What follows belongs to an exercise in optimizing a design on an open flow for small area, a short achievable clock period and few clock cycles; a production flow would make more cautious choices.
Only simulation tests tie the RTL to the original design; equivalence was not proved.

## main
Design DivSqrtRecF64, start of the top module:
module DivSqrtRecF64(
  input         clock,
                reset,
  output        io_inReady_div,
                io_inReady_sqrt,
  input         io_inValid,
                io_sqrtOp,
  input  [64:0] io_a,
                io_b,
  input  [2:0]  io_roundingMode,
  output        io_outValid_div,
                io_outValid_sqrt,
  output [64:0] io_out,
  output [4:0]  io_exceptionFlags
);
  reg         busy;
  reg         ready;       
  reg  [4:0]  cnt;
  reg         sqrtOp;
  reg  [2:0]  rm;
  reg         sign;
  reg         isNaN, isInf, isZero, majorExc;
  reg  [12:0] sExp;
  reg  [11:0] expB;
  reg  [51:0] fractB;
  reg  [56:0] ws, wc;
  reg  [54:0] q, qm;
  reg         ovDiv, ovSqrt;
  reg  [64:0] out;
  reg  [4:0]  flags;
  reg         rExtra, rAny;
  reg         shr, shl;    
  reg  [5:0]  tcnt;
  reg         c0, c1;      
  reg  [4:0]  xpt, xnt;    
  wire rawA_isZero = io_a[63:61] == 3'h0;
  wire rawA_isNaN  = (&io_a[63:62]) & io_a[61];
  wire rawA_isInf  = (&io_a[63:62]) & ~io_a[61];
  wire rawB_isZero = io_b[63:61] == 3'h0;
  wire rawB_isNaN  = (&io_b[63:62]) & io_b[61];
  wire rawB_isInf  = (&io_b[63:62]) & ~io_b[61];
  wire nvDiv  = rawA_isZero & rawB_isZero | rawA_isInf & rawB_isInf;
  wire nvSqrt = ~rawB_isNaN & ~rawB_isZero & io_b[64];
  wire majorExc_S = io_sqrtOp
    ? rawB_isNaN & ~io_b[51] | nvSqrt
    : rawA_isNaN & ~io_a[51] | rawB_isNaN & ~io_b[51] | nvDiv
      | ~rawA_isNaN & ~rawA_isInf & rawB_isZero;
  wire isNaN_S  = io_sqrtOp ? rawB_isNaN | nvSqrt : rawA_isNaN | rawB_isNaN | nvDiv;
  wire isInf_S  = io_sqrtOp ? rawB_isInf : rawA_isInf | rawB_isZero;
  wire isZero_S = io_sqrtOp ? rawB_isZero : rawA_isZero | rawB_isInf;
  wire sign_S   = ~io_sqrtOp & io_a[64] ^ io_b[64];
  wire        sqOne = io_b[52] & io_b[51];
  wire [56:0] ws0 = ~io_sqrtOp ? {2'b0, 1'b1, io_a[51:0], 2'b01} :
                     io_b[52] ? {1'b0, 1'b1, io_b[51:0], 3'b000} : {2'b0, 1'b1, io_b[51:0], 2'b00};
  wire [56:0] wc0 = io_sqrtOp ? {1'b1, 1'b0, ~sqOne, ~sqOne, ~sqOne, 52'h0}
                              : ~{2'b0, 1'b1, io_b[51:0], 2'b00};
  ...
Size in the first run: about 5400 cells after synthesis, about 210 I/O pins.
export LEC_CHECK = 0
export ABC_AREA = 1
export CAP_MARGIN = 20
export CORE_MARGIN = 2
export CORE_UTILIZATION = 50
export SETUP_SLACK_MARGIN = 0.3
export SLEW_MARGIN = 20
create_clock -name core_clock -period 11.0 [get_ports {clock}]
standard.sh (not shown) runs the stock make flow with config.mk's settings and CLKGATE_MAP_FILE= SYNTH_SCRIPT=/design/flow/synth_recipe.tcl, a recipe that flattens the netlist after the stock synthesis.
==> flow/flow/run.sh <==
#!/bin/bash
# The standard layout (standard.sh), with two changes to how it is made:
#  - adders are left to ABC as plain gates instead of being mapped to the
#    library's full/half adder cells (ADDER_MAP_FILE empty);
#  - the timing repair steps aim for extra setup slack (SETUP_SLACK_MARGIN).
# The clock, the constraints and the rest of the flow are the design's.
# make's output goes to layout.log; ORFS keeps each step's log under orfs/logs.
set -euo pipefail
bash standard.sh ADDER_MAP_FILE= SETUP_SLACK_MARGIN=7.7 finish > layout.log 2>&1
Testbench counts of main, summed over its fixed seeds: cycles 717,792.
Modified inputs, the feature branch compared to main
--- a/flow/design.v
+++ b/flow/design.v
@@ -124,16 +124,14 @@
   reg         isNaN, isInf, isZero, majorExc;
   reg  [12:0] sExp;
   reg  [11:0] expB;
   reg  [51:0] fractB;
   reg  [56:0] ws, wc;
   reg  [54:0] q, qm;
   reg         ovDiv, ovSqrt;
-  reg  [64:0] out;
-  reg  [4:0]  flags;
   reg         rExtra, rAny;
   reg         shr, shl;    
   reg  [5:0]  tcnt;
   reg         c0, c1;      
   reg  [4:0]  xpt, xnt;    
   wire rawA_isZero = io_a[63:61] == 3'h0;
   wire rawA_isNaN  = (&io_a[63:62]) & io_a[61];
@@ -317,20 +315,19 @@
       end
     end else if (~tDone)
       tcnt <= tcnt - 6'd1;
     ws <= busy ? ws2 : ws0;
     wc <= busy ? wc2 : wc0;
     q  <= ~busy ? q0 : cnt == 5'd27 ? qF :
           cnt != 5'd28 ? q2 :
+          last ? {3'h0, rOut[51:0]} :               
           ~shr ? {q[53:0], 1'b0} :                 
           ~tDone ? {q[0], 1'b0, q[53:1]} : rSig;   
-    qm <= ~busy ? qm0 : qm2;
-    out   <= rOut;
-    flags <= rFlags;
+    qm <= ~busy ? qm0 : last ? {37'h0, rFlags, rOut[64:52]} : qm2;
   end
   assign io_inReady_div    = ready;
   assign io_inReady_sqrt   = ready;
   assign io_outValid_div   = ovDiv;
   assign io_outValid_sqrt  = ovSqrt;
-  assign io_out            = out;
-  assign io_exceptionFlags = flags;
+  assign io_out            = {qm[12:0], q[51:0]};
+  assign io_exceptionFlags = qm[17:13];
 endmodule
Taking main as the reference, in the feature branch cell row count decreased by 2 relative to the old numbers, average instance area after synthesis now sits lower. Against main, the feature branch reports a synthesized area that is lower. Compared with main, in the feature branch top fanout value on the critical path -31, instance count on the critical path -5, number of tap instances -18. The feature branch did not stop at any stage, and its layout met the timing, design-rule and antenna checks. Looking at the reports, main completed the entire flow and the layout it produced met the timing, design-rule and antenna checks. Total CTS buffers in the feature branch is about 10% below main. Run comparison: main highest-delay cell along the critical path a21oi_4; the feature branch highest-delay cell along the critical path dfxtp_2. Measured against each other, main and the feature branch differ in global-route usage over all layers, the lower figure coming from main. Start point of the critical path = q[10]: the feature branch; start point of the critical path = io_b[52]: main.
Testbench counts of the feature branch, summed over its fixed seeds: cycles 717,792.

## re-timing with driven ports
No port has a modelled driver above. Below, the same layouts with a new extraction and two added sets of constraints. Step 1 sets driving cells, clkbuf_16 on the clock port and buf_2 on the other inputs (assumed; they add their load-dependent delay and slew). Step 2, shift: input delay + t, output delay - t, t = (earliest + latest rising clock arrival at the registers) / 2. This alone moves slack from input paths to output paths. Slacks: no drivers / after step 1 / after step 2; pairs: no drivers / after step 1.
run | t (ns) | setup WS [ns] | clock arrival spread, ns | worst register clock-pin slew, ns | pins driven straight from the clock port
main | 0.709 | 7.700 / 7.639 / 7.039 | 0.052 / 0.052 | 0.07 / 0.07 | 1
the feature branch | 0.676 | 7.496 / 7.425 / 7.055 | 0.019 / 0.018 | 0.07 / 0.07 | 1
After both steps setup and hold are still met in every run listed. For main, which loses most, drivers alone change the setup slack by -0.061 ns; drivers and shift together by -0.661 ns.
